This design comes from an exercise in tuning for small area, a short achievable clock period and few clock cycles on the open sky130 flow, not from production work.
Function was checked by simulation only, so behaviour that the tests miss may differ from the original.

--- design.v ---
module MUL_DIV_top (
    input           clk,
    input           rst_n,
    input  [31:0]   data1,
    input  [31:0]   data2,
    input           MUL_DIV_start,
    input  [2:0]    MUL_DIV_ctrl,
    output [31:0]   MUL_DIV_out,
    output          MUL_DIV_done
);
localparam [3:0] S_IDLE = 4'd0, S_MUL = 4'd1, S_TAIL = 4'd2, S_CORR = 4'd3,
                 S_DPREP = 4'd4, S_ZCHK = 4'd5, S_UP = 4'd6, S_DOWN = 4'd7,
                 S_RCOR = 4'd8, S_FIX = 4'd9, S_UPN = 4'd10;
function [2:0] booth;
    input [2:0] b;
    begin
        booth[2] = b[1] ^ b[0];
        booth[1] = (b == 3'b011) | (b == 3'b100);
        booth[0] = b[2] & ~(b[1] & b[0]);
    end
endfunction
reg  [3:0]  state;
reg         done_r;
reg         op_rem;          
reg         osel;            
reg  [5:0]  cnt;             
reg  [1:0]  ph;              
reg         corr;
reg         asgn, qneg;
reg  [34:0] X;
reg  [31:0] Y;
reg  [32:0] M;
reg         one0, two0, neg0, one1, two1, six1, neg1, magy, cin;
localparam W = 37;
wire [W-1:0] Mx   = {{(W-33){M[32]}}, M};
wire [W-1:0] mag0 = (one0 ? Mx : {W{1'b0}}) | (two0 ? {Mx[W-2:0], 1'b0} : {W{1'b0}})
                  | (magy ? {{(W-32){1'b0}}, Y} : {W{1'b0}});
wire [W-1:0] mag1 = (one1 ? {Mx[W-3:0], 2'b00} : {W{1'b0}}) | (two1 ? {Mx[W-4:0], 3'b000} : {W{1'b0}})
                  | (six1 ? {Mx[W-7:0], 6'b000000} : {W{1'b0}});
wire [W-1:0] A    = {{(W-35){X[34]}}, X};
wire [W-1:0] B    = mag0 ^ {W{neg0}};
wire [W-1:0] C    = mag1 ^ {W{neg1}};
wire [W-1:0] cs_s = A ^ B ^ C;
wire [W-1:0] cs_c = {(A[W-2:0] & B[W-2:0]) | (A[W-2:0] & C[W-2:0]) | (B[W-2:0] & C[W-2:0]), neg1};
wire [W-1:0] S    = cs_s + cs_c + {{(W-1){1'b0}}, cin};
wire         s_neg = S[W-1];
wire        in_div  = MUL_DIV_ctrl[2];
wire        in_as   = in_div ? ~MUL_DIV_ctrl[0] : (MUL_DIV_ctrl[1:0] != 2'd3);  
wire        in_bs   = in_div ? ~MUL_DIV_ctrl[0] : ~MUL_DIV_ctrl[1];             
wire        in_asgn = data1[31] & in_as;
wire        in_bsgn = data2[31] & in_bs;
wire        in_dz   = (data2 == 32'd0);
wire [31:0] in_ae   = data1 ^ {32{in_asgn}};
wire        in_g1   = ~|in_ae[31:7];
wire        in_g2   = ~|in_ae[31:15];
wire        in_g3   = ~|in_ae[31:23];
wire [2:0]  in_jg   = in_g1 ? 3'd1 : in_g2 ? 3'd2 : in_g3 ? 3'd3 : 3'd4;
reg [3:0] nstate;
reg       ndone;
always @* begin
    nstate = state;
    ndone  = 1'b0;
    case (state)
        S_IDLE:  if (MUL_DIV_start) begin
                     if (!in_div) nstate = S_MUL;
                     else if (in_dz) begin nstate = S_IDLE; ndone = 1'b1; end
                     else nstate = in_asgn ? S_DPREP : S_ZCHK;
                 end
        S_MUL:   if (cnt[2:0] == 3'd1) begin
                     if (ph != 2'd0) nstate = S_TAIL;
                     else if (corr) nstate = S_CORR;
                     else begin nstate = S_IDLE; ndone = 1'b1; end
                 end
        S_TAIL:  if (ph == 2'd1) begin nstate = S_IDLE; ndone = 1'b1; end
        S_CORR:  begin nstate = S_IDLE; ndone = 1'b1; end
        S_DPREP: nstate = S_ZCHK;
        S_ZCHK:  if (s_neg) begin nstate = S_IDLE; ndone = 1'b1; end    
                 else nstate = S_UP;
        S_UP, S_UPN: nstate = s_neg ? S_DOWN : S_UPN;
        S_DOWN:  if (cnt == 6'd0) begin
                     if (op_rem) nstate = S_RCOR;
                     else if (qneg) nstate = S_FIX;
                     else begin nstate = S_IDLE; ndone = 1'b1; end
                 end
        S_RCOR:  if (asgn) nstate = S_FIX;
                 else begin nstate = S_IDLE; ndone = 1'b1; end
        S_FIX:   begin nstate = S_IDLE; ndone = 1'b1; end
        default: nstate = S_IDLE;
    endcase
end
always @(posedge clk or negedge rst_n) begin
    if (!rst_n) begin
        state  <= S_IDLE;
        done_r <= 1'b0;
    end else begin
        state  <= nstate;
        done_r <= ndone;
    end
end
wire [2:0] bd0_in  = booth({data1[1:0], 1'b0});
wire [2:0] bd1_in  = booth(data1[3:1]);
wire [2:0] bd0_y   = booth(Y[5:3]);
wire [2:0] bd1_y   = booth(Y[7:5]);
wire       msgn    = M[32];
localparam [8:0] C_ZERO  = 9'b000_0000_00;
localparam [8:0] C_CORR  = 9'b100_0000_00;     
localparam [8:0] C_NEGY  = 9'b001_0000_11;     
reg  [8:0] nctl;    
wire [8:0] c_m1  = {2'b10, ~msgn, 4'b0000, 1'b0, ~msgn};   
wire [8:0] c_p1  = {2'b10,  msgn, 4'b0000, 1'b0,  msgn};   
wire [8:0] c_m2  = {2'b01, ~msgn, 4'b0000, 1'b0, ~msgn};   
wire [8:0] c_m4  = {3'b000, 3'b100, ~msgn, 2'b00};         
wire [8:0] c_m8  = {3'b000, 3'b010, ~msgn, 2'b00};         
wire [8:0] c_m64 = {3'b000, 3'b001, ~msgn, 2'b00};         
reg        flip;    
always @* begin
    nctl = C_ZERO;
    flip = 1'b0;
    case (state)
        S_IDLE:  if (!in_div) nctl = {bd0_in, bd1_in[2:1], 1'b0, bd1_in[0], 1'b0, bd0_in[0]};
                 else if (in_asgn) nctl = C_NEGY;
                 else nctl = {2'b10, ~in_bsgn, 4'b0000, 1'b0, ~in_bsgn};
        S_MUL:   if (cnt[2:0] != 3'd1) nctl = {bd0_y, bd1_y[2:1], 1'b0, bd1_y[0], 1'b0, bd0_y[0]};
                 else if (corr && ph == 2'd0) nctl = C_CORR;
        S_DPREP: nctl = c_m1;
        S_ZCHK:  nctl = c_m8;
        S_UP, S_UPN: nctl = s_neg ? c_m4 : c_m64;
        S_DOWN:  begin
                     if (cnt != 6'd0) nctl = (ph == 2'd0) ? c_m2 : c_m1;
                     else if (op_rem) nctl = s_neg ? c_p1 : C_ZERO;   
                     else nctl = C_NEGY;
                     flip = (cnt != 6'd0) & s_neg;
                 end
        S_RCOR:  nctl = C_NEGY;
        default: nctl = C_ZERO;
    endcase
end
always @(posedge clk) {one0, two0, neg0, one1, two1, six1, neg1, magy, cin} <= nctl ^ {2'b00, flip, 3'b000, flip, 1'b0, flip};
always @(posedge clk) begin
    case (state)
        S_IDLE: if (MUL_DIV_start) begin
            op_rem <= MUL_DIV_ctrl[2] & MUL_DIV_ctrl[1];
            X      <= (in_div & ~in_asgn) ? {3'b000, data1} : 35'd0;
            Y      <= data1 | {32{in_div & ~MUL_DIV_ctrl[1] & in_dz}};   
            M      <= {in_bsgn, data2};
            osel   <= ~in_div & (MUL_DIV_ctrl[1:0] != 2'd0);
            cnt    <= in_div ? 6'd2 : {2'b00, in_jg, 1'b0};
            ph     <= 3'd4 - in_jg;
            corr   <= data1[31] & ~in_as;
            asgn   <= in_asgn;
            qneg   <= in_asgn ^ in_bsgn;
        end
        S_MUL: begin
            X   <= {{2{S[W-1]}}, S[W-1:4]};
            Y   <= {S[3:0], Y[31:4]};
            cnt <= cnt - 6'd1;
        end
        S_TAIL: begin
            X    <= {{8{X[34]}}, X[34:8]};
            Y    <= {X[7:0], Y[31:8]};
            ph   <= ph - 2'd1;
        end
        S_CORR: X <= S[34:0];
        S_DPREP: X <= {3'b000, S[31:0]};                   
        S_ZCHK: begin
            if (!op_rem) Y <= 32'd0;                       
        end
        S_UP:  ph <= 2'd0;
        S_UPN: begin
            M    <= {M[29:0], 3'b000};
            cnt  <= cnt + 6'd3;
            ph   <= 2'd0;
        end
        S_DOWN: begin
            X    <= (cnt == 6'd0 && !op_rem) ? 35'd0 : S[34:0];
            Y    <= {Y[30:0], ~s_neg};
            if (ph == 2'd2 && cnt != 6'd0) M <= {M[32], M[32:1]};
            if (ph != 2'd2) ph <= ph + 2'd1;
            cnt  <= cnt - 6'd1;
        end
        S_RCOR: begin
            X <= 35'd0;
            Y <= S[31:0];
        end
        S_FIX: Y <= S[31:0];
        default: ;
    endcase
end
assign MUL_DIV_out  = osel ? X[31:0] : Y;
assign MUL_DIV_done = done_r;
endmodule
--- run.sh ---
#!/bin/bash
# synth_recipe.tcl (not shown) runs the flow's synth.tcl, then flattens the netlist and writes it again
# the make line also repeats each setting of config.mk as NAME=value (left out here)
make -C /OpenROAD-flow-scripts/flow DESIGN_CONFIG=/design/flow/config.mk WORK_HOME=/design/flow/orfs CLKGATE_MAP_FILE= SYNTH_SCRIPT=/design/flow/synth_recipe.tcl finish
--- config.mk ---
export PLATFORM = sky130hd
export DESIGN_NAME = MUL_DIV_top
export DESIGN_NICKNAME = MUL_DIV_top
export VERILOG_FILES = /design/flow/design.v
export SDC_FILE = /design/flow/constraint.sdc
export NUM_CORES = 8
export LEC_CHECK = 0
export CAP_MARGIN = 20
export CORE_MARGIN = 2
export CORE_UTILIZATION = 40
export SETUP_SLACK_MARGIN = 4.3
export SLEW_MARGIN = 20
--- constraint.sdc ---
create_clock -name core_clock -period 9.0 [get_ports {clk}]
set_input_delay 1.8000 -clock core_clock [delete_from_list [all_inputs] [get_ports {clk}]]
set_output_delay 1.8000 -clock core_clock [all_outputs]
set_load 0.01 [all_outputs]
==> flow_results.xml, run 1 <==
<?xml version="1.0" encoding="UTF-8"?>
<metrics>
  <group name="drt">
    <metric name="routed.top_layer" unit="">met4</metric>
    <metric name="wirelength" unit="mm">50.7</metric>
    <metric name="drc" unit="">0</metric>
    <metric name="drt-met1-wl" unit="mm">20.4</metric>
    <metric name="initialDrtViolationCount" unit="">2357</metric>
    <metric name="vias" unit="">12400</metric>
    <metric name="post_drt_wl_per_cell" unit="microns">27.4</metric>
    <metric name="met2_length" unit="mm">22.9</metric>
    <metric name="postRouteAntennaNets" unit="">0</metric>
    <metric name="drt-vias-per-instance" unit="">6.68</metric>
    <metric name="met3RoutedLength" unit="mm">5.63</metric>
    <metric name="drt_pre_antenna_iters" unit="">14</metric>
  </group>
  <group name="cts">
    <metric name="cts.reportedPaths.clkPinSlew" unit="ps">80</metric>
    <metric name="hold_buffers" unit="">0</metric>
    <metric name="worstSkewPairLatency" unit="ps">460</metric>
    <metric name="tritoncts" unit="">done</metric>
    <metric name="clockRootBuffer" unit="">sky130_fd_sc_hd__clkbuf_16</metric>
    <metric name="clkSinkCount" unit="">126</metric>
    <metric name="cts.htree.levels" unit="">4</metric>
    <metric name="tritoncts.num_buffers" unit="">17</metric>
    <metric name="clockBufferDepth" unit="">2</metric>
  </group>
  <group name="critical_path">
    <metric name="worstReg2RegStart" unit="">magy</metric>
    <metric name="required" unit="ps">9170</metric>
    <metric name="critical_path.max_stage_delay" unit="ps">720</metric>
    <metric name="worst_setup_sp" unit="">magy</metric>
    <metric name="rr_worst_depth" unit="">13</metric>
    <metric name="worst-setup-path-type" unit="">flop to flop</metric>
    <metric name="cpLargestDelayFamily" unit="">compound AO/OA/AOI/OAI gates</metric>
    <metric name="worst-path-max-fanout" unit="">32</metric>
    <metric name="crit_path_end_kind" unit="">flop</metric>
    <metric name="series_of_cell_instances_along_the_critical_path" unit="">a22oi_1 &gt; xnor2_1 &gt; ha_1 &gt; mux2_4 &gt; fa_1 &gt; a21o_1 &gt; a311o_1 &gt; nand3_1 &gt; a32oi_1 &gt; a31oi_1 &gt; mux2i_1 &gt; a211oi_1 &gt; o21ai_0</metric>
    <metric name="path_buf_inv" unit="">0</metric>
    <metric name="crit_arrival" unit="ps">4660</metric>
    <metric name="timing.rr.end" unit="">X[30]</metric>
    <metric name="cp_num_cells" unit="">13</metric>
    <metric name="reg2reg_slack" unit="ps">4520</metric>
    <metric name="endpoint" unit="">X[30]</metric>
    <metric name="cp_slowest_cell" unit="">sky130_fd_sc_hd__dfxtp_2</metric>
    <metric name="critPathLaunchType" unit="">flop</metric>
  </group>
  <group name="place">
    <metric name="place.port_buffers" unit="">102</metric>
    <metric name="dp_hpwl" unit="mm">36.9</metric>
    <metric name="gpl.final_weighted_congestion" unit="">0.919</metric>
    <metric name="postPlaceCellArea" unit="sq mm">0.0136</metric>
  </group>
  <group name="timing">
    <metric name="report.final.setup_viol" unit="">0</metric>
    <metric name="relSlewSlack" unit="%">12.2</metric>
    <metric name="finClkSkew" unit="ps">23.6</metric>
    <metric name="fin_hold_ws" unit="ps">630</metric>
    <metric name="report.final.slew_viol_count" unit="">0</metric>
    <metric name="grt_setup_unrepaired" unit="">yes</metric>
    <metric name="maxClockFrequency" unit="GHz">0.223</metric>
    <metric name="post-route-period-util" unit="%">49.8</metric>
    <metric name="setup_tns" unit="ps">0</metric>
    <metric name="max_slew.worst_pin.slew" unit="ps">1300</metric>
    <metric name="finalHoldViolCount" unit="">0</metric>
    <metric name="timing.final.crit_period" unit="ps">4480</metric>
  </group>
  <group name="grt">
    <metric name="number_of_global_route_vias_before_repair" unit="">11800</metric>
    <metric name="grt_pass1_wl" unit="mm">75.7</metric>
    <metric name="globalRouteTotalUtil" unit="%">30.6</metric>
    <metric name="total_overflow_reported_by_the_global_router" unit="">0</metric>
    <metric name="antenna_found_initial" unit="">1</metric>
    <metric name="grt_max_degree" unit="">68</metric>
  </group>
  <group name="synth">
    <metric name="async_set_or_reset_register_ratio_after_synthesis" unit="%">3.97</metric>
    <metric name="postSynthRegisterBits" unit="">126</metric>
    <metric name="mapped_nets" unit="">1567</metric>
    <metric name="netlist_area" unit="sq mm">0.0123</metric>
    <metric name="netlist_instances" unit="">1408</metric>
    <metric name="post_synth_edffs" unit="">113</metric>
    <metric name="ys_warn_count" unit="">1</metric>
    <metric name="synth_cell_types" unit="">79</metric>
    <metric name="sequential_fraction_of_the_synthesis_area" unit="%">29.8</metric>
    <metric name="yosys_most_used_dff" unit="">sky130_fd_sc_hd__edfxtp_1</metric>
    <metric name="post_synth_main_area_contributors" unit="">sky130_fd_sc_hd__edfxtp_1 27%, sky130_fd_sc_hd__a222oi_1 9.2%, sky130_fd_sc_hd__nand2_1 6.2%, sky130_fd_sc_hd__fa_1 6.0%, sky130_fd_sc_hd__ha_1 5.3%</metric>
    <metric name="synth_largest_area_cell" unit="">sky130_fd_sc_hd__edfxtp_1</metric>
    <metric name="post_synth.cell_area_avg" unit="sq um">8.77</metric>
    <metric name="yosys.area.top_type_share" unit="%">27.5</metric>
  </group>
  <group name="floorplan">
    <metric name="die_width" unit="microns">180</metric>
    <metric name="die_area" unit="sq mm">0.0323</metric>
    <metric name="num_ports" unit="">103</metric>
    <metric name="start_util" unit="%">40.5</metric>
    <metric name="die_height" unit="microns">180</metric>
    <metric name="core-area" unit="sq mm">0.0305</metric>
    <metric name="rows" unit="">64</metric>
  </group>
  <group name="layout">
    <metric name="nets" unit="">1601</metric>
    <metric name="syn_to_final_growth" unit="%">15.6</metric>
    <metric name="final_layout_size_suffix_gt1_share" unit="%">7.90</metric>
    <metric name="final_design_area_no_fill" unit="sq mm">0.0143</metric>
  </group>
  <group name="flow_run">
    <metric name="cap_violations" unit="">0</metric>
  </group>
  <group name="hold_path">
    <metric name="timing.hold.worst.start" unit="">asgn</metric>
    <metric name="hold_crit_path_type" unit="">flop to flop</metric>
  </group>
  <group name="status">
    <metric name="run_status" unit="">timing/DRC/antenna clean</metric>
  </group>
</metrics>
## metal layers
metal | up-vias | global-route usage (%)
met5 | - | 0
met1 | 6007 | 40.8
met2 | 836 | 48.1
li1 | 5410 | -
met4 | 0 | 11.2
met3 | 120 | 7.86
## logic make-up after synthesis
family	Yosys count	synth area share, %
AND/OR/NAND/NOR	422	15.2
AO/OA/AOI/OAI	410	25.8
buffers and inverters	213	6.65
flip-flops	126	29.8
XOR/XNOR	111	7.88
adder cells (fa/ha/maj)	89	11.3
multiplexers	37	3.34
## cells in the final DEF (no fill, tap or decap), types with 22 or more instances in the layout
cell type                         synthesis  layout
sky130_fd_sc_hd__a22oi_1                 39      39
sky130_fd_sc_hd__nor2_1                  91      88
sky130_fd_sc_hd__a222oi_1               114     114
sky130_fd_sc_hd__mux2_2                  29      29
sky130_fd_sc_hd__ha_1                    52      52
sky130_fd_sc_hd__xor2_1                  39      39
sky130_fd_sc_hd__fa_1                    37      37
sky130_fd_sc_hd__nand4_1                 22      22
sky130_fd_sc_hd__a31oi_1                 38      38
sky130_fd_sc_hd__a21oi_1                 58      56
sky130_fd_sc_hd__inv_1                  107     107
sky130_fd_sc_hd__xnor2_1                 72      72
sky130_fd_sc_hd__a21o_1                  23      23
sky130_fd_sc_hd__clkdlybuf4s50_1          0     102
sky130_fd_sc_hd__nand2_1                204     204
sky130_fd_sc_hd__o21ai_0                 44      44
sky130_fd_sc_hd__edfxtp_1               113     113
## what timing repair did
item,in CTS,in global routing
gates resized for setup,8,7
buffers inserted,0,2
setup endpoints to repair,20,15
pin swaps,0,1
## worst min-delay path, cell delays in order, from the launching register on
cell	delay (ps)
sky130_fd_sc_hd__edfxtp_1	440
sky130_fd_sc_hd__nand2_1	80
sky130_fd_sc_hd__a31oi_1	70
## how the worst min path moves through the flow
stage	cells after the start	endpoint
floorplan	1	one0
global placement	1	cnt[0]
detailed placement	2	state[3]
CTS	2	state[3]
global route	1	cnt[0]
finish	2	state[3]
## stage by stage
stage | util (%) | cells | setup WS (ps)
2_1_floorplan | - | 1408 | 4800
3_3_place_gp | 44.6 | 1817 | 4140
3_5_place_dp | 44.6 | 1817 | 4090
4_1_cts | 46.6 | 1849 | 4410
5_1_grt | 46.7 | 1851 | 4290
6_report | 46.8 | 1852 | 4520
## cell type report
class	instances	area, sq um
antenna	1	2.50
clock buffer	19	464
clock inverter	13	125
fill	2981	16200
inverter	108	408
multi-input combinational	1069	7910
sequential	126	3700
tap	396	495
timing repair buffer	120	1160
## flip-flops by register name, summed over array words and instances (netlist names), 2 cells and up
signal and cells:
X 35, ph 2, cnt 6, M 33
state 4, Y 32
## Yosys cell counts (3+ instances only)
master,n
sky130_fd_sc_hd__a211oi_1,8
sky130_fd_sc_hd__a21boi_0,4
sky130_fd_sc_hd__a21o_1,23
sky130_fd_sc_hd__a21oi_1,58
sky130_fd_sc_hd__a221o_1,8
sky130_fd_sc_hd__a221oi_1,4
sky130_fd_sc_hd__a222oi_1,114
sky130_fd_sc_hd__a22o_1,6
sky130_fd_sc_hd__a22oi_1,39
sky130_fd_sc_hd__a31oi_1,38
sky130_fd_sc_hd__and2_1,6
sky130_fd_sc_hd__and3_1,6
sky130_fd_sc_hd__buf_1,14
sky130_fd_sc_hd__buf_2,11
sky130_fd_sc_hd__clkbuf_1,79
sky130_fd_sc_hd__dfrtp_1,5
sky130_fd_sc_hd__dfxtp_1,8
sky130_fd_sc_hd__edfxtp_1,113
sky130_fd_sc_hd__fa_1,37
sky130_fd_sc_hd__ha_1,52
sky130_fd_sc_hd__inv_1,107
sky130_fd_sc_hd__mux2_2,29
sky130_fd_sc_hd__mux2i_1,7
sky130_fd_sc_hd__nand2_1,204
sky130_fd_sc_hd__nand2b_1,12
sky130_fd_sc_hd__nand3_1,17
sky130_fd_sc_hd__nand3b_1,3
sky130_fd_sc_hd__nand4_1,22
sky130_fd_sc_hd__nor2_1,91
sky130_fd_sc_hd__nor2b_1,8
sky130_fd_sc_hd__nor3_1,20
sky130_fd_sc_hd__nor3b_1,3
sky130_fd_sc_hd__nor4_1,17
sky130_fd_sc_hd__o2111ai_1,4
sky130_fd_sc_hd__o211ai_1,9
sky130_fd_sc_hd__o21a_1,4
sky130_fd_sc_hd__o21ai_0,44
sky130_fd_sc_hd__o21bai_1,7
sky130_fd_sc_hd__o221ai_1,3
sky130_fd_sc_hd__o22ai_1,6
sky130_fd_sc_hd__o41ai_1,3
sky130_fd_sc_hd__or3_1,3
sky130_fd_sc_hd__xnor2_1,72
sky130_fd_sc_hd__xor2_1,39
Testbench counts, summed over its fixed seeds: cycles 71,321.
==> inputs of run 2 (changes only) <==
--- a/design.v
+++ b/design.v
@@ -80,3 +80,4 @@
         S_DOWN:  if (cnt == 6'd0) begin
-                     if (op_rem) nstate = S_RCOR;
+                     if (op_rem & ~asgn & ~s_neg) begin nstate = S_IDLE; ndone = 1'b1; end   
+                     else if (op_rem) nstate = S_RCOR;
                      else if (qneg) nstate = S_FIX;
@@ -177,2 +178,3 @@
             if (ph == 2'd2 && cnt != 6'd0) M <= {M[32], M[32:1]};
+            if (cnt == 6'd0) osel <= op_rem & ~asgn & ~s_neg;
             if (ph != 2'd2) ph <= ph + 2'd1;
==> flow/run.sh (new file) <==
#!/bin/bash
# Own layout flow: the standard ORFS flow with two changes in how the
# layout is built:
#  - the buffer ORFS puts on every input and output port is the smallest one,
#    sky130_fd_sc_hd__buf_1;
#  - clock tree synthesis uses clusters of up to 30 sinks, clkbuf_8 buffers and
#    no dummy loads.
set -euo pipefail
export BUFFER_PORTS_ARGS="-buffer_cell sky130_fd_sc_hd__buf_1"
export CTS_ARGS="-sink_clustering_enable -repair_clock_nets -sink_clustering_size 30 -sink_clustering_max_diameter 80 -buf_list sky130_fd_sc_hd__clkbuf_8 -dont_use_dummy_load"
bash standard.sh > standard.log 2>&1
==> standard.sh (new file) <==
#!/bin/bash
# synth_recipe.tcl (not shown) runs the flow's synth.tcl, then flattens the netlist and writes it again
# the make line also repeats each setting of config.mk as NAME=value (left out here)
make -C /OpenROAD-flow-scripts/flow DESIGN_CONFIG=/design/flow/config.mk WORK_HOME=/design/flow/orfs CLKGATE_MAP_FILE= SYNTH_SCRIPT=/design/flow/synth_recipe.tcl "${@:-finish}"
--- a/config.mk
+++ b/config.mk
@@ -7,3 +7,3 @@
 export LEC_CHECK = 0
-export CAP_MARGIN = 20
+export CAP_MARGIN = 5
 export CORE_MARGIN = 2
@@ -11,2 +11,2 @@
 export SETUP_SLACK_MARGIN = 4.3
-export SLEW_MARGIN = 20
+export SLEW_MARGIN = 5
removed: run.sh
==> flow_results.xml, run 2 <==
<?xml version="1.0" encoding="UTF-8"?>
<metrics>
  <group name="critical_path">
    <metric name="cp_slowest_cell" unit="">sky130_fd_sc_hd__fa_1</metric>
    <metric name="crit_arrival" unit="ps">4820</metric>
    <metric name="timing.rr.end" unit="">X[25]</metric>
    <metric name="worstReg2RegStart" unit="">M[3]</metric>
    <metric name="reg2reg_slack" unit="ps">4420</metric>
    <metric name="worst-path-max-fanout" unit="">6</metric>
    <metric name="series_of_cell_instances_along_the_critical_path" unit="">a222oi_1 &gt; xnor2_1 &gt; fa_1 &gt; inv_1 &gt; ha_1 &gt; o21a_1 &gt; nor2_1 &gt; o21ai_0 &gt; o21ai_2 &gt; o31ai_4 &gt; a21oi_4 &gt; o21ai_2 &gt; a41oi_2 &gt; xnor2_1 &gt; a221o_1</metric>
    <metric name="worst-setup-path-type" unit="">flop to flop</metric>
    <metric name="path_buf_inv" unit="">1</metric>
    <metric name="crit_path_end_kind" unit="">flop</metric>
    <metric name="cpLargestDelayFamily" unit="">compound AO/OA/AOI/OAI gates</metric>
    <metric name="critPathLaunchType" unit="">flop</metric>
    <metric name="critical_path.max_stage_delay" unit="ps">520</metric>
    <metric name="required" unit="ps">9240</metric>
    <metric name="rr_worst_depth" unit="">15</metric>
  </group>
  <group name="timing">
    <metric name="max_slew.worst_pin.slew" unit="ps">1170</metric>
    <metric name="report.final.slew_viol_count" unit="">0</metric>
    <metric name="fin_hold_ws" unit="ps">628</metric>
    <metric name="finalHoldViolCount" unit="">0</metric>
    <metric name="maxClockFrequency" unit="GHz">0.218</metric>
    <metric name="timing.final.crit_period" unit="ps">4580</metric>
    <metric name="finClkSkew" unit="ps">29.2</metric>
    <metric name="relSlewSlack" unit="%">21.3</metric>
    <metric name="report.final.setup_viol" unit="">0</metric>
    <metric name="post-route-period-util" unit="%">50.9</metric>
    <metric name="grt_setup_unrepaired" unit="">no</metric>
    <metric name="setup_tns" unit="ps">0</metric>
  </group>
  <group name="synth">
    <metric name="post_synth.cell_area_avg" unit="sq um">8.86</metric>
    <metric name="yosys.area.top_type_share" unit="%">28.2</metric>
    <metric name="netlist_instances" unit="">1361</metric>
    <metric name="synthMostInstantiatedCell" unit="">sky130_fd_sc_hd__nand2_1</metric>
    <metric name="netlist_area" unit="sq mm">0.0121</metric>
    <metric name="sequential_fraction_of_the_synthesis_area" unit="%">30.5</metric>
    <metric name="ys_warn_count" unit="">1</metric>
    <metric name="synth_largest_area_cell" unit="">sky130_fd_sc_hd__edfxtp_1</metric>
    <metric name="mapped_nets" unit="">1520</metric>
    <metric name="synth_cell_types" unit="">70</metric>
    <metric name="yosys_most_used_dff" unit="">sky130_fd_sc_hd__edfxtp_1</metric>
    <metric name="async_set_or_reset_register_ratio_after_synthesis" unit="%">3.97</metric>
    <metric name="postSynthRegisterBits" unit="">126</metric>
    <metric name="post_synth_edffs" unit="">113</metric>
    <metric name="synth_common_cells" unit="">211 x sky130_fd_sc_hd__nand2_1, 113 x sky130_fd_sc_hd__edfxtp_1, 110 x sky130_fd_sc_hd__a222oi_1</metric>
    <metric name="post_synth_main_area_contributors" unit="">sky130_fd_sc_hd__edfxtp_1 28%, sky130_fd_sc_hd__a222oi_1 9.1%, sky130_fd_sc_hd__nand2_1 6.6%, sky130_fd_sc_hd__fa_1 6.1%, sky130_fd_sc_hd__ha_1 5.4%</metric>
  </group>
  <group name="hold_path">
    <metric name="destination_of_the_worst_hold_path" unit="">cnt[0]</metric>
    <metric name="timing.hold.worst.start" unit="">cnt[0]</metric>
    <metric name="hold_depth" unit="">1</metric>
    <metric name="hold_crit_path_type" unit="">flop to flop</metric>
  </group>
  <group name="grt">
    <metric name="most_heavily_used_metal_layer_in_global_routing" unit="">met2</metric>
    <metric name="globalRouteTotalUtil" unit="%">29.8</metric>
    <metric name="antenna_found_initial" unit="">0</metric>
    <metric name="number_of_global_route_vias_before_repair" unit="">11200</metric>
    <metric name="grt_max_degree" unit="">71</metric>
    <metric name="grt_pass1_wl" unit="mm">69.9</metric>
    <metric name="grt_use_met3" unit="%">7.11</metric>
    <metric name="grtUsageMet2" unit="%">46.3</metric>
    <metric name="global_route.usage.met1" unit="%">39.6</metric>
    <metric name="total_overflow_reported_by_the_global_router" unit="">0</metric>
  </group>
  <group name="drt">
    <metric name="postRouteAntennaNets" unit="">0</metric>
    <metric name="drt-vias-per-instance" unit="">6.67</metric>
    <metric name="drt_pre_antenna_iters" unit="">11</metric>
    <metric name="initialDrtViolationCount" unit="">2311</metric>
    <metric name="post_drt_wl_per_cell" unit="microns">26.3</metric>
    <metric name="wirelength" unit="mm">47.6</metric>
    <metric name="vias" unit="">12100</metric>
    <metric name="drc" unit="">0</metric>
  </group>
  <group name="layout">
    <metric name="register_with_the_highest_flop_count" unit="">X</metric>
    <metric name="layout.filler_cells" unit="">3031</metric>
    <metric name="commonest_non_fill_non_tap_cells_in_the_layout" unit="">211 x sky130_fd_sc_hd__nand2_1, 113 x sky130_fd_sc_hd__edfxtp_1, 110 x sky130_fd_sc_hd__a222oi_1</metric>
    <metric name="final_design_area_no_fill" unit="sq mm">0.0132</metric>
    <metric name="layout.cells.most_common" unit="">sky130_fd_sc_hd__nand2_1</metric>
    <metric name="syn_to_final_growth" unit="%">9.18</metric>
    <metric name="insertedDiodeCount" unit="">0</metric>
    <metric name="final_layout_size_suffix_gt1_share" unit="%">8.03</metric>
    <metric name="top_registers" unit="">X (35), M (33), Y (32)</metric>
    <metric name="nets" unit="">1581</metric>
    <metric name="largest_register_ff_count" unit="">35</metric>
  </group>
  <group name="cts">
    <metric name="tritoncts" unit="">done</metric>
    <metric name="tritoncts.num_buffers" unit="">17</metric>
    <metric name="hold_buffers" unit="">0</metric>
    <metric name="clkSinkCount" unit="">126</metric>
    <metric name="clockBufferDepth" unit="">2</metric>
    <metric name="worstSkewPairLatency" unit="ps">500</metric>
    <metric name="clockRootBuffer" unit="">sky130_fd_sc_hd__clkbuf_8</metric>
    <metric name="cts.htree.levels" unit="">4</metric>
    <metric name="cts.reportedPaths.clkPinSlew" unit="ps">80</metric>
  </group>
  <group name="floorplan">
    <metric name="die_width" unit="microns">178</metric>
    <metric name="core-area" unit="sq mm">0.0296</metric>
    <metric name="die_area" unit="sq mm">0.0315</metric>
    <metric name="rows" unit="">63</metric>
    <metric name="start_util" unit="%">40.7</metric>
    <metric name="num_ports" unit="">103</metric>
    <metric name="die_height" unit="microns">178</metric>
  </group>
  <group name="flow_run">
    <metric name="cap_violations" unit="">0</metric>
  </group>
  <group name="status">
    <metric name="run_status" unit="">timing/DRC/antenna clean</metric>
  </group>
  <group name="place">
    <metric name="place.port_buffers" unit="">102</metric>
    <metric name="gpl.final_weighted_congestion" unit="">0.938</metric>
    <metric name="dp_hpwl" unit="mm">34.2</metric>
    <metric name="postPlaceCellArea" unit="sq mm">0.0127</metric>
  </group>
</metrics>
-- run 2: cell count changes in the layout (fill, tap and decap cells not counted), sizes merged, moves of 7 or more --
cell / change
a21o: -9
a31oi: -7
buf: +114
clkdlybuf4s50: -102
nand4: -11
nor2: -16
nor3: -8
o21a: +7
o21ai: +7
-- run 2: layout make-up --
class	count	area [sq um]	area share, %
multi-input cells	1037	7720	58.6
flip-flops and latches	126	3700	28.1
inverters	108	408	3.10
repair buffers	132	616	4.68
clock buffers	17	234	1.78
well taps	390	488	3.71
-- run 2: kinds of logic after synthesis --
kind of cell / Yosys count / share of synthesized area [%]
multiplexers: 38 / 3.53
XOR/XNOR: 110 / 8.05
buffers and inverters: 199 / 6.30
AO/OA/AOI/OAI: 401 / 25.5
flip-flops: 126 / 30.5
adder cells (fa/ha/maj): 89 / 11.5
AND/OR/NAND/NOR: 398 / 14.5
-- run 2: timing repair --
item                       4_1_cts  5_1_grt
pin swaps                        0        2
setup endpoints to repair       33       30
buffers inserted                 0       13
gates cloned                     0        1
resized for setup                7       12
-- run 2: per-layer routing --
metal  part of all wire [%]  routed length (microns)
met1                     39                    18600
met2                     45                    21600
met3                     12                     5480
met4                    4.0                     1890
met5                      0                        0
-- run 2: worst max-delay path by stage --
| stage | from | to | slack [ps] | cells past startpoint |
|---|---|---|---|---|
| 2_1_floorplan | MUL_DIV_start | Y[0] | 4870 | 4 |
| 4_1_cts | two0 | X[26] | 4310 | 15 |
| 5_1_grt | M[3] | X[25] | 4280 | 15 |
| 3_5_place_dp | two0 | Y[0] | 3680 | 14 |
| 3_3_place_gp | two0 | Y[0] | 3770 | 14 |
| 6_report | M[3] | X[25] | 4420 | 15 |
-- run 2: metrics by stage --
step | instances | setup WS (ps) | util (%)
floorplan | 1361 | 4870 | -
global placement | 1779 | 3770 | 43.0
detailed placement | 1779 | 3680 | 43.0
CTS | 1796 | 4310 | 43.8
global route | 1810 | 4280 | 44.4
finish | 1810 | 4420 | 44.4
Testbench counts of run 2, summed over its fixed seeds: cycles 70,916.
==> inputs of run 3 (changes only) <==
--- a/config.mk
+++ b/config.mk
@@ -10,2 +10,3 @@
 export CORE_UTILIZATION = 40
+export PLACE_DENSITY = 0.75
 export SETUP_SLACK_MARGIN = 4.3
==> flow_results.xml, run 3 <==
<?xml version="1.0" encoding="UTF-8"?>
<metrics>
  <group name="layout">
    <metric name="insertedDiodeCount" unit="">0</metric>
    <metric name="syn_to_final_growth" unit="%">9.77</metric>
    <metric name="commonest_non_fill_non_tap_cells_in_the_layout" unit="">211 x sky130_fd_sc_hd__nand2_1, 113 x sky130_fd_sc_hd__edfxtp_1, 110 x sky130_fd_sc_hd__a222oi_1</metric>
    <metric name="largest_register_ff_count" unit="">35</metric>
    <metric name="top_registers" unit="">X (35), M (33), Y (32)</metric>
    <metric name="nets" unit="">1584</metric>
    <metric name="final-instance-count-excl-fill" unit="">1813</metric>
    <metric name="final_design_area_no_fill" unit="sq mm">0.0132</metric>
    <metric name="layout.cells.most_common" unit="">sky130_fd_sc_hd__nand2_1</metric>
    <metric name="final_layout_size_suffix_gt1_share" unit="%">8.71</metric>
    <metric name="register_with_the_highest_flop_count" unit="">X</metric>
  </group>
  <group name="synth">
    <metric name="synth_largest_area_cell" unit="">sky130_fd_sc_hd__edfxtp_1</metric>
    <metric name="post_synth_edffs" unit="">113</metric>
    <metric name="async_set_or_reset_register_ratio_after_synthesis" unit="%">3.97</metric>
    <metric name="sequential_fraction_of_the_synthesis_area" unit="%">30.5</metric>
    <metric name="netlist_area" unit="sq mm">0.0121</metric>
    <metric name="mapped_nets" unit="">1520</metric>
    <metric name="synth_common_cells" unit="">211 x sky130_fd_sc_hd__nand2_1, 113 x sky130_fd_sc_hd__edfxtp_1, 110 x sky130_fd_sc_hd__a222oi_1</metric>
    <metric name="netlist_instances" unit="">1361</metric>
    <metric name="yosys_most_used_dff" unit="">sky130_fd_sc_hd__edfxtp_1</metric>
    <metric name="post_synth.cell_area_avg" unit="sq um">8.86</metric>
    <metric name="postSynthRegisterBits" unit="">126</metric>
    <metric name="synth_cell_types" unit="">70</metric>
    <metric name="post_synth_main_area_contributors" unit="">sky130_fd_sc_hd__edfxtp_1 28%, sky130_fd_sc_hd__a222oi_1 9.1%, sky130_fd_sc_hd__nand2_1 6.6%, sky130_fd_sc_hd__fa_1 6.1%, sky130_fd_sc_hd__ha_1 5.4%</metric>
    <metric name="synthMostInstantiatedCell" unit="">sky130_fd_sc_hd__nand2_1</metric>
    <metric name="yosys.area.top_type_share" unit="%">28.2</metric>
    <metric name="ys_warn_count" unit="">1</metric>
  </group>
  <group name="timing">
    <metric name="setup_tns" unit="ps">0</metric>
    <metric name="relSlewSlack" unit="%">38.1</metric>
    <metric name="fin_hold_ws" unit="ps">629</metric>
    <metric name="grt_setup_unrepaired" unit="">yes</metric>
    <metric name="finClkSkew" unit="ps">39.8</metric>
    <metric name="report.final.slew_viol_count" unit="">0</metric>
    <metric name="max_slew.worst_pin.slew" unit="ps">919</metric>
    <metric name="maxClockFrequency" unit="GHz">0.211</metric>
    <metric name="report.final.setup_viol" unit="">0</metric>
    <metric name="finalHoldViolCount" unit="">0</metric>
    <metric name="timing.final.crit_period" unit="ps">4740</metric>
    <metric name="post-route-period-util" unit="%">52.6</metric>
  </group>
  <group name="cts">
    <metric name="tritoncts.num_buffers" unit="">17</metric>
    <metric name="clockBufferDepth" unit="">2</metric>
    <metric name="cts.reportedPaths.clkPinSlew" unit="ps">90</metric>
    <metric name="hold_buffers" unit="">0</metric>
    <metric name="clockRootBuffer" unit="">sky130_fd_sc_hd__clkbuf_8</metric>
    <metric name="worstSkewPairLatency" unit="ps">470</metric>
    <metric name="cts.htree.levels" unit="">4</metric>
    <metric name="clkSinkCount" unit="">126</metric>
    <metric name="tritoncts" unit="">done</metric>
  </group>
  <group name="place">
    <metric name="gpl.final_weighted_congestion" unit="">1.00</metric>
    <metric name="postPlaceCellArea" unit="sq mm">0.0127</metric>
    <metric name="place.port_buffers" unit="">102</metric>
    <metric name="dp_hpwl" unit="mm">32.5</metric>
    <metric name="dp_cells" unit="">1775</metric>
  </group>
  <group name="floorplan">
    <metric name="die_height" unit="microns">178</metric>
    <metric name="num_ports" unit="">103</metric>
    <metric name="die_width" unit="microns">178</metric>
    <metric name="start_util" unit="%">40.7</metric>
    <metric name="rows" unit="">63</metric>
    <metric name="core-area" unit="sq mm">0.0296</metric>
    <metric name="die_area" unit="sq mm">0.0315</metric>
  </group>
  <group name="critical_path">
    <metric name="worst-path-max-fanout" unit="">7</metric>
    <metric name="crit_arrival" unit="ps">4870</metric>
    <metric name="required" unit="ps">9130</metric>
    <metric name="crit_path_end_kind" unit="">flop</metric>
    <metric name="reg2reg_slack" unit="ps">4260</metric>
    <metric name="critPathLaunchType" unit="">flop</metric>
    <metric name="worst-setup-path-type" unit="">flop to flop</metric>
  </group>
  <group name="drt">
    <metric name="initialDrtViolationCount" unit="">2361</metric>
    <metric name="drc" unit="">0</metric>
    <metric name="drt_pre_antenna_iters" unit="">15</metric>
    <metric name="wirelength" unit="mm">45.8</metric>
    <metric name="post_drt_wl_per_cell" unit="microns">25.3</metric>
    <metric name="drt-vias-per-instance" unit="">6.78</metric>
    <metric name="postRouteAntennaNets" unit="">0</metric>
    <metric name="vias" unit="">12300</metric>
  </group>
  <group name="grt">
    <metric name="antenna_found_initial" unit="">0</metric>
    <metric name="grt_max_degree" unit="">75</metric>
    <metric name="total_overflow_reported_by_the_global_router" unit="">0</metric>
    <metric name="globalRouteTotalUtil" unit="%">27.9</metric>
    <metric name="grt_pass1_wl" unit="mm">66.6</metric>
    <metric name="number_of_global_route_vias_before_repair" unit="">11100</metric>
  </group>
  <group name="hold_path">
    <metric name="hold_crit_path_type" unit="">flop to flop</metric>
  </group>
  <group name="flow_run">
    <metric name="cap_violations" unit="">0</metric>
  </group>
  <group name="status">
    <metric name="run_status" unit="">timing/DRC/antenna clean</metric>
  </group>
</metrics>
[run 3: cell counts after synthesis]
Identical to the previous run, type by type.
[run 3: area by class of cell]
type                    count  area (sq um)
clock buffers              17           234
fillers                  2924         16400
inverters                 108           408
multi-input cells        1037          7750
flip-flops and latches    126          3700
well taps                 390           488
repair buffers            135           647
[run 3: path summary, 6_finish.rpt]
path,from,to,depth (start not counted)
min in group asynchronous,rst_n,state[0],1
max in group asynchronous,rst_n,state[3],1
max,M[11],X[27],15
max reg2reg,M[11],X[27],15
min,cnt[0],cnt[0],1
min reg2reg,cnt[0],cnt[0],1
[run 3: cells by family after synthesis]
group | Yosys count | synth area share (%)
AO/OA/AOI/OAI | 401 | 25.5
AND/OR/NAND/NOR | 398 | 14.5
buffers and inverters | 199 | 6.30
flip-flops | 126 | 30.5
XOR/XNOR | 110 | 8.05
adder cells (fa/ha/maj) | 89 | 11.5
multiplexers | 38 | 3.53
[run 3: routing by layer]
layer  vias to the layer above  wire length [microns]  GRT usage [%]  share of wire, %
met2                       995                  20500           43.2                45
met5                         -                      0              0                 0
li1                       5270                      -              -                 -
met1                      5841                  16700           35.8                37
met4                         0                   2670           14.9               5.8
met3                       189                   5890           6.75                13
[run 3: metrics by stage]
step           util (%)  worst slack [ps]
6_report           44.6              4260
5_1_grt            44.6              4210
4_1_cts            43.8              4300
3_5_place_dp       42.9              3510
3_3_place_gp       42.9              3560
2_1_floorplan         -              4870
[run 3: critical path, stage by stage, from the launching register on]
cell,delay [ps]
sky130_fd_sc_hd__edfxtp_1,550
sky130_fd_sc_hd__a222oi_1,450
sky130_fd_sc_hd__xnor2_1,160
sky130_fd_sc_hd__fa_1,520
sky130_fd_sc_hd__inv_1,40
sky130_fd_sc_hd__ha_1,370
sky130_fd_sc_hd__a21o_1,200
sky130_fd_sc_hd__a21oi_1,160
sky130_fd_sc_hd__nor2b_1,90
sky130_fd_sc_hd__a311oi_2,310
sky130_fd_sc_hd__o31ai_4,170
sky130_fd_sc_hd__a21oi_4,290
sky130_fd_sc_hd__o221ai_2,180
sky130_fd_sc_hd__a221o_1,430
sky130_fd_sc_hd__xnor2_2,270
sky130_fd_sc_hd__o221ai_1,220
[run 3: timing repair]
| item | 4_1_cts | 5_1_grt |
|---|---|---|
| pin swaps | 0 | 8 |
| endpoints found under the hold margin | 0 | 0 |
| gates resized for setup | 13 | 14 |
| cloned | 0 | 1 |
| setup buffers | 0 | 20 |
| endpoints found under the setup margin | 38 | 28 |
==> inputs of run 4 (changes only) <==
--- a/config.mk
+++ b/config.mk
@@ -10,4 +10,3 @@
 export CORE_UTILIZATION = 40
-export PLACE_DENSITY = 0.75
-export SETUP_SLACK_MARGIN = 4.3
+export SETUP_SLACK_MARGIN = 4.8
 export SLEW_MARGIN = 5
==> flow_results.xml, run 4 <==
<?xml version="1.0" encoding="UTF-8"?>
<metrics>
  <group name="grt">
    <metric name="number_of_global_route_vias_before_repair" unit="">11600</metric>
    <metric name="global_route.usage.met1" unit="%">40.1</metric>
    <metric name="antenna_found_initial" unit="">0</metric>
    <metric name="globalRouteTotalUtil" unit="%">30.7</metric>
    <metric name="grt_pass1_wl" unit="mm">72.0</metric>
    <metric name="most_heavily_used_metal_layer_in_global_routing" unit="">met2</metric>
    <metric name="total_overflow_reported_by_the_global_router" unit="">0</metric>
    <metric name="grt_use_met3" unit="%">7.75</metric>
    <metric name="grtUsageMet2" unit="%">47.8</metric>
    <metric name="grt_max_degree" unit="">71</metric>
  </group>
  <group name="synth">
    <metric name="postSynthRegisterBits" unit="">126</metric>
    <metric name="yosys_most_used_dff" unit="">sky130_fd_sc_hd__edfxtp_1</metric>
    <metric name="synth_largest_area_cell" unit="">sky130_fd_sc_hd__edfxtp_1</metric>
    <metric name="post_synth.cell_area_avg" unit="sq um">8.86</metric>
    <metric name="synth_cell_types" unit="">70</metric>
    <metric name="post_synth_main_area_contributors" unit="">sky130_fd_sc_hd__edfxtp_1 28%, sky130_fd_sc_hd__a222oi_1 9.1%, sky130_fd_sc_hd__nand2_1 6.6%, sky130_fd_sc_hd__fa_1 6.1%, sky130_fd_sc_hd__ha_1 5.4%</metric>
    <metric name="yosys.area.top_type_share" unit="%">28.2</metric>
    <metric name="synthMostInstantiatedCell" unit="">sky130_fd_sc_hd__nand2_1</metric>
    <metric name="post_synth_edffs" unit="">113</metric>
    <metric name="mapped_nets" unit="">1520</metric>
    <metric name="netlist_instances" unit="">1361</metric>
    <metric name="sequential_fraction_of_the_synthesis_area" unit="%">30.5</metric>
    <metric name="netlist_area" unit="sq mm">0.0121</metric>
    <metric name="async_set_or_reset_register_ratio_after_synthesis" unit="%">3.97</metric>
    <metric name="synth_common_cells" unit="">211 x sky130_fd_sc_hd__nand2_1, 113 x sky130_fd_sc_hd__edfxtp_1, 110 x sky130_fd_sc_hd__a222oi_1</metric>
    <metric name="ys_warn_count" unit="">1</metric>
  </group>
  <group name="layout">
    <metric name="top_registers" unit="">X (35), M (33), Y (32)</metric>
    <metric name="final_layout_size_suffix_gt1_share" unit="%">17.5</metric>
    <metric name="layout.cells.most_common" unit="">sky130_fd_sc_hd__nand2_1</metric>
    <metric name="insertedDiodeCount" unit="">0</metric>
    <metric name="register_with_the_highest_flop_count" unit="">X</metric>
    <metric name="final-instance-count-excl-fill" unit="">1862</metric>
    <metric name="nets" unit="">1633</metric>
    <metric name="multi_input_comb_area" unit="sq mm">0.00832</metric>
    <metric name="largest_register_ff_count" unit="">35</metric>
    <metric name="commonest_non_fill_non_tap_cells_in_the_layout" unit="">209 x sky130_fd_sc_hd__nand2_1, 113 x sky130_fd_sc_hd__edfxtp_1, 110 x sky130_fd_sc_hd__a222oi_1</metric>
    <metric name="ff_latch_area" unit="sq mm">0.00370</metric>
    <metric name="syn_to_final_growth" unit="%">18.3</metric>
    <metric name="layout.filler_cells" unit="">2920</metric>
  </group>
  <group name="drt">
    <metric name="post_drt_wl_per_cell" unit="microns">26.6</metric>
    <metric name="wirelength" unit="mm">49.5</metric>
    <metric name="drt-vias-per-instance" unit="">6.69</metric>
    <metric name="initialDrtViolationCount" unit="">2274</metric>
    <metric name="vias" unit="">12500</metric>
    <metric name="postRouteAntennaNets" unit="">0</metric>
    <metric name="drt_pre_antenna_iters" unit="">11</metric>
    <metric name="drc" unit="">0</metric>
  </group>
  <group name="critical_path">
    <metric name="crit_arrival" unit="ps">4540</metric>
    <metric name="series_of_cell_instances_along_the_critical_path" unit="">buf_4 &gt; a22oi_2 &gt; xnor2_1 &gt; ha_1 &gt; mux2_4 &gt; fa_2 &gt; a21oi_4 &gt; o21ai_2 &gt; o211a_4 &gt; o31ai_4 &gt; nand2_1 &gt; nor2_2 &gt; o21ai_2 &gt; xor2_2 &gt; a222oi_1 &gt; nand2_1</metric>
    <metric name="cp_slowest_cell" unit="">sky130_fd_sc_hd__edfxtp_1</metric>
    <metric name="worst-setup-path-type" unit="">flop to flop</metric>
    <metric name="crit_path_end_kind" unit="">flop</metric>
    <metric name="critPathLaunchType" unit="">flop</metric>
    <metric name="worst-path-max-fanout" unit="">4</metric>
    <metric name="critical_path.max_stage_delay" unit="ps">460</metric>
    <metric name="required" unit="ps">9220</metric>
  </group>
  <group name="timing">
    <metric name="relSlewSlack" unit="%">35.5</metric>
    <metric name="finalHoldViolCount" unit="">0</metric>
    <metric name="max_slew.worst_pin.slew" unit="ps">957</metric>
    <metric name="grt_setup_unrepaired" unit="">yes</metric>
    <metric name="maxClockFrequency" unit="GHz">0.232</metric>
    <metric name="report.final.slew_viol_count" unit="">0</metric>
    <metric name="setup_tns" unit="ps">0</metric>
    <metric name="post-route-period-util" unit="%">48.0</metric>
    <metric name="report.final.setup_viol" unit="">0</metric>
    <metric name="finClkSkew" unit="ps">30.3</metric>
    <metric name="timing.final.crit_period" unit="ps">4320</metric>
  </group>
  <group name="floorplan">
    <metric name="start_util" unit="%">40.7</metric>
    <metric name="num_ports" unit="">103</metric>
    <metric name="rows" unit="">63</metric>
    <metric name="die_area" unit="sq mm">0.0315</metric>
    <metric name="die_height" unit="microns">178</metric>
    <metric name="die_width" unit="microns">178</metric>
    <metric name="core-area" unit="sq mm">0.0296</metric>
  </group>
  <group name="hold_path">
    <metric name="hold_crit_path_type" unit="">flop to flop</metric>
  </group>
  <group name="cts">
    <metric name="clockBufferDepth" unit="">2</metric>
    <metric name="tritoncts" unit="">done</metric>
    <metric name="tritoncts.num_buffers" unit="">17</metric>
    <metric name="cts.htree.levels" unit="">4</metric>
    <metric name="clockRootBuffer" unit="">sky130_fd_sc_hd__clkbuf_8</metric>
    <metric name="worstSkewPairLatency" unit="ps">500</metric>
    <metric name="cts.reportedPaths.clkPinSlew" unit="ps">80</metric>
    <metric name="clkSinkCount" unit="">126</metric>
  </group>
  <group name="place">
    <metric name="dp_hpwl" unit="mm">34.2</metric>
    <metric name="gpl.final_weighted_congestion" unit="">0.938</metric>
    <metric name="dp_cells" unit="">1779</metric>
    <metric name="place.port_buffers" unit="">102</metric>
  </group>
  <group name="status">
    <metric name="run_status" unit="">timing/DRC/antenna clean</metric>
  </group>
  <group name="flow_run">
    <metric name="cap_violations" unit="">0</metric>
  </group>
</metrics>
[run 4: cell counts after synthesis]
No cell type changed its count.
[run 4: what timing repair did]
item / CTS / global route
gates resized for setup: 75 / 79
endpoints found under the setup margin: 60 / 44
pin swaps: 52 / 73
gates cloned: 2 / 0
setup buffers: 42 / 22
hold buffers: 0 / 0
[run 4: cells by family after synthesis]
logic type,share of synthesized area (%)
xor gates and xnor gates,8.05
AOI/OAI and AO/OA,25.5
muxes,3.53
DFF,30.5
buffers and inverters,6.30
adders and majority gates,11.5
and+or+nand+nor,14.5
[run 4: routing by layer]
layer	up-vias	part of all wire [%]	wire, microns
met1	6041	37	18600
li1	5364	-	-
met5	-	0	0
met4	0	4.3	2150
met2	920	46	22600
met3	128	12	6170
[run 4: layout make-up]
class	count	share of cell area, %
inverter	108	2.86
multi-input combinational	1036	58.4
sequential	126	26.0
tap	390	3.42
clock buffer	17	1.64
timing repair buffer	185	7.73
[run 4: path summary, 6_finish.rpt]
kind	from	end	slack (ps)	cells past startpoint
setup reg to reg	M[0]	X[20]	4680	16
max in group asynchronous	rst_n	state[2]	7530	1
setup / recovery	M[0]	X[20]	4680	16
hold reg to reg	cnt[0]	cnt[0]	630	1
hold / removal	cnt[0]	cnt[0]	630	1
min in group asynchronous	rst_n	done_r	1170	1
[run 4: per-stage QoR]
stage | util (%) | cell area, sq um | hold slack (ps) | worst slack (ps)
after floorplan | - | 12100 | 570 | 4870
after global placement | 43.0 | 12700 | 615 | 3770
after detailed placement | 43.0 | 12700 | 624 | 3680
after CTS | 46.2 | 13700 | 636 | 4720
after global routing | 48.1 | 14300 | 666 | 4580
final | 48.1 | 14300 | 628 | 4680
[run 4: worst max-delay path, delay by kind of cell (launching register included)]
kind / cells / cell delay [ps]
adder cells (fa/ha/maj): 2 / 730
multiplexers: 1 / 360
AND/OR/NAND/NOR: 3 / 430
flip-flops: 1 / 460
XOR/XNOR: 2 / 380
buffers and inverters: 1 / 180
AO/OA/AOI/OAI: 7 / 1500
==> inputs of run 5 (changes only) <==
--- a/config.mk
+++ b/config.mk
@@ -10,3 +10,3 @@
 export CORE_UTILIZATION = 40
-export SETUP_SLACK_MARGIN = 4.8
+export SETUP_SLACK_MARGIN = 4.6
 export SLEW_MARGIN = 5
==> flow_results.xml, run 5 <==
<?xml version="1.0" encoding="UTF-8"?>
<metrics>
  <group name="status">
    <metric name="run_status" unit="">timing/DRC/antenna clean</metric>
  </group>
  <group name="drt">
    <metric name="drt-vias-per-instance" unit="">6.59</metric>
    <metric name="initialDrtViolationCount" unit="">2233</metric>
    <metric name="postRouteAntennaNets" unit="">0</metric>
    <metric name="drc" unit="">0</metric>
    <metric name="vias" unit="">12100</metric>
    <metric name="post_drt_wl_per_cell" unit="microns">26.3</metric>
    <metric name="drt_pre_antenna_iters" unit="">13</metric>
    <metric name="wirelength" unit="mm">48.4</metric>
  </group>
  <group name="layout">
    <metric name="top_registers" unit="">X (35), M (33), Y (32)</metric>
    <metric name="layout.cells.most_common" unit="">sky130_fd_sc_hd__nand2_1</metric>
    <metric name="final_layout_size_suffix_gt1_share" unit="%">12.8</metric>
    <metric name="commonest_non_fill_non_tap_cells_in_the_layout" unit="">210 x sky130_fd_sc_hd__nand2_1, 113 x sky130_fd_sc_hd__edfxtp_1, 110 x sky130_fd_sc_hd__a222oi_1</metric>
    <metric name="insertedDiodeCount" unit="">0</metric>
    <metric name="syn_to_final_growth" unit="%">13.3</metric>
    <metric name="largest_register_ff_count" unit="">35</metric>
    <metric name="register_with_the_highest_flop_count" unit="">X</metric>
    <metric name="layout.filler_cells" unit="">2970</metric>
    <metric name="nets" unit="">1611</metric>
  </group>
  <group name="synth">
    <metric name="post_synth_main_area_contributors" unit="">sky130_fd_sc_hd__edfxtp_1 28%, sky130_fd_sc_hd__a222oi_1 9.1%, sky130_fd_sc_hd__nand2_1 6.6%, sky130_fd_sc_hd__fa_1 6.1%, sky130_fd_sc_hd__ha_1 5.4%</metric>
    <metric name="netlist_instances" unit="">1361</metric>
    <metric name="post_synth.cell_area_avg" unit="sq um">8.86</metric>
    <metric name="synth_common_cells" unit="">211 x sky130_fd_sc_hd__nand2_1, 113 x sky130_fd_sc_hd__edfxtp_1, 110 x sky130_fd_sc_hd__a222oi_1</metric>
    <metric name="synth_largest_area_cell" unit="">sky130_fd_sc_hd__edfxtp_1</metric>
    <metric name="async_set_or_reset_register_ratio_after_synthesis" unit="%">3.97</metric>
    <metric name="netlist_area" unit="sq mm">0.0121</metric>
    <metric name="synth_cell_types" unit="">70</metric>
    <metric name="mapped_nets" unit="">1520</metric>
    <metric name="synthMostInstantiatedCell" unit="">sky130_fd_sc_hd__nand2_1</metric>
    <metric name="yosys_most_used_dff" unit="">sky130_fd_sc_hd__edfxtp_1</metric>
    <metric name="ys_warn_count" unit="">1</metric>
    <metric name="yosys.area.top_type_share" unit="%">28.2</metric>
    <metric name="sequential_fraction_of_the_synthesis_area" unit="%">30.5</metric>
    <metric name="postSynthRegisterBits" unit="">126</metric>
    <metric name="post_synth_edffs" unit="">113</metric>
  </group>
  <group name="grt">
    <metric name="number_of_global_route_vias_before_repair" unit="">11400</metric>
    <metric name="globalRouteTotalUtil" unit="%">30.2</metric>
    <metric name="antenna_found_initial" unit="">0</metric>
    <metric name="total_overflow_reported_by_the_global_router" unit="">0</metric>
    <metric name="grt_pass1_wl" unit="mm">70.6</metric>
    <metric name="grt_max_degree" unit="">71</metric>
  </group>
  <group name="critical_path">
    <metric name="crit_path_end_kind" unit="">flop</metric>
    <metric name="required" unit="ps">9190</metric>
    <metric name="worst-setup-path-type" unit="">flop to flop</metric>
    <metric name="worst-path-max-fanout" unit="">5</metric>
    <metric name="critPathLaunchType" unit="">flop</metric>
    <metric name="crit_arrival" unit="ps">4570</metric>
  </group>
  <group name="cts">
    <metric name="tritoncts" unit="">done</metric>
    <metric name="cts.reportedPaths.clkPinSlew" unit="ps">80</metric>
    <metric name="clockBufferDepth" unit="">2</metric>
    <metric name="cts.htree.levels" unit="">4</metric>
    <metric name="worstSkewPairLatency" unit="ps">500</metric>
    <metric name="clkSinkCount" unit="">126</metric>
    <metric name="tritoncts.num_buffers" unit="">17</metric>
    <metric name="clockRootBuffer" unit="">sky130_fd_sc_hd__clkbuf_8</metric>
  </group>
  <group name="timing">
    <metric name="finalHoldViolCount" unit="">0</metric>
    <metric name="post-route-period-util" unit="%">48.6</metric>
    <metric name="report.final.setup_viol" unit="">0</metric>
    <metric name="report.final.slew_viol_count" unit="">0</metric>
    <metric name="timing.final.crit_period" unit="ps">4380</metric>
    <metric name="grt_setup_unrepaired" unit="">yes</metric>
    <metric name="finClkSkew" unit="ps">28.1</metric>
    <metric name="maxClockFrequency" unit="GHz">0.228</metric>
    <metric name="relSlewSlack" unit="%">26.8</metric>
    <metric name="max_slew.worst_pin.slew" unit="ps">1090</metric>
    <metric name="pnr_worst_setup_slack" unit="ps">4620</metric>
    <metric name="setup_tns" unit="ps">0</metric>
  </group>
  <group name="floorplan">
    <metric name="die_height" unit="microns">178</metric>
    <metric name="die_width" unit="microns">178</metric>
    <metric name="num_ports" unit="">103</metric>
    <metric name="die_area" unit="sq mm">0.0315</metric>
    <metric name="core-area" unit="sq mm">0.0296</metric>
    <metric name="rows" unit="">63</metric>
    <metric name="start_util" unit="%">40.7</metric>
  </group>
  <group name="place">
    <metric name="setup_ws_pre_cts" unit="ps">3680</metric>
    <metric name="place.port_buffers" unit="">102</metric>
    <metric name="gpl.final_weighted_congestion" unit="">0.938</metric>
    <metric name="dp_hpwl" unit="mm">34.2</metric>
  </group>
  <group name="flow_run">
    <metric name="cap_violations" unit="">0</metric>
  </group>
  <group name="hold_path">
    <metric name="hold_crit_path_type" unit="">flop to flop</metric>
  </group>
</metrics>
-- run 5: cell counts after synthesis --
No cell type changed its count.
-- run 5: cell type report --
cell class	instances	area [sq um]	share of cell area, %
flip-flops and latches	126	3700	27.1
multi-input cells	1036	7970	58.3
inverters	108	408	2.99
clock buffers	17	234	1.71
well taps	390	488	3.57
repair buffers	163	867	6.35
-- run 5: layer usage --
metal / track usage (%) / part of all wire (%)
met1: 38.5 / 38
met2: 46.3 / 45
met3: 9.19 / 12
met4: 14.7 / 5.0
met5: 0 / 0
-- run 5: per-stage QoR --
stage | cell area [sq um] | hold WS (ps) | util (%) | instances
after global routing | 13700 | 666 | 46.1 | 1840
final | 13700 | 628 | 46.1 | 1840
after detailed placement | 12700 | 624 | 43.0 | 1779
after CTS | 13300 | 636 | 44.7 | 1819
after floorplan | 12100 | 570 | - | 1361
after global placement | 12700 | 615 | 43.0 | 1779
-- run 5: path summary, 6_finish.rpt --
check / startpoint / to / slack, ps / cells past startpoint
hold reg to reg: cnt[0] / cnt[0] / 630 / 1
hold / removal: cnt[0] / cnt[0] / 630 / 1
setup / recovery: Y[8] / X[23] / 4620 / 15
max in group asynchronous: rst_n / state[2] / 7530 / 1
setup reg to reg: Y[8] / X[23] / 4620 / 15
min in group asynchronous: rst_n / done_r / 1170 / 1
-- run 5: cell families after synthesis --
| logic type | count (synthesis) | synth area share (%) |
|---|---|---|
| flip-flops | 126 | 30.5 |
| AND/OR/NAND/NOR | 398 | 14.5 |
| AO/OA/AOI/OAI | 401 | 25.5 |
| multiplexers | 38 | 3.53 |
| XOR/XNOR | 110 | 8.05 |
| buffers and inverters | 199 | 6.30 |
| adder cells (fa/ha/maj) | 89 | 11.5 |
-- run 5: worst max-delay path, stage by stage (launching register included) --
cell and delay, ps:
sky130_fd_sc_hd__edfxtp_1 620, sky130_fd_sc_hd__a222oi_1 430, sky130_fd_sc_hd__xor2_1 130, sky130_fd_sc_hd__fa_1 490, sky130_fd_sc_hd__inv_1 40, sky130_fd_sc_hd__ha_1 370, sky130_fd_sc_hd__a21oi_2 250, sky130_fd_sc_hd__nand3_2 170
sky130_fd_sc_hd__o21ai_4 220, sky130_fd_sc_hd__o31ai_4 120, sky130_fd_sc_hd__buf_6 160, sky130_fd_sc_hd__a221o_1 300, sky130_fd_sc_hd__a21oi_2 180, sky130_fd_sc_hd__xnor2_2 140, sky130_fd_sc_hd__a222oi_1 320, sky130_fd_sc_hd__o21ai_1 150
-- run 5: repair_timing --
item                                   CTS  global route
pin swaps                               14            41
gates resized for setup                 29            52
hold buffers                             0             0
setup endpoints to repair               49            33
buffers inserted                        23            21
endpoints found under the hold margin    0             0

static timing again, ports no longer ideal:
How much do the figures lean on ideal ports? The routed layouts below were timed once more, with nothing changed but the port constraints. Step 1 assumes that a clkbuf_16 drives the clock port and a buf_2 every other input. Step 2 adds t to the input delays and takes it off the output delays; t is the mean of the earliest and latest rising clock arrival at the registers after step 1. Input paths then give back, and output paths get back, about the clock's delay inside the block. Slacks: no drivers / after step 1 / after step 2; pairs: no drivers / after step 1.
run | t (ns) | slack for setup (ns) | hold slack, ns | worst setup path after step 2 | worst data-port slew with drivers (ns)
run 1 | 0.497 | 4.517 / 4.517 / 4.132 | 0.630 / 0.630 / 0.630 | input to register | 0.05
run 2 | 0.538 | 4.417 / 4.417 / 4.270 | 0.628 / 0.628 / 0.628 | input to register | 0.04
run 3 | 0.499 | 4.262 / 4.262 / 4.114 | 0.629 / 0.629 / 0.629 | input to register | 0.04
run 4 | 0.538 | 4.683 / 4.683 / 4.621 | 0.628 / 0.628 / 0.628 | input to register | 0.04
run 5 | 0.533 | 4.623 / 4.623 / 4.348 | 0.628 / 0.628 / 0.628 | input to register | 0.04
After both steps every run listed still meets setup and hold. The setup slack of run 1, which loses most, moves by 0.000 ns with the drivers and by -0.385 ns with both steps.
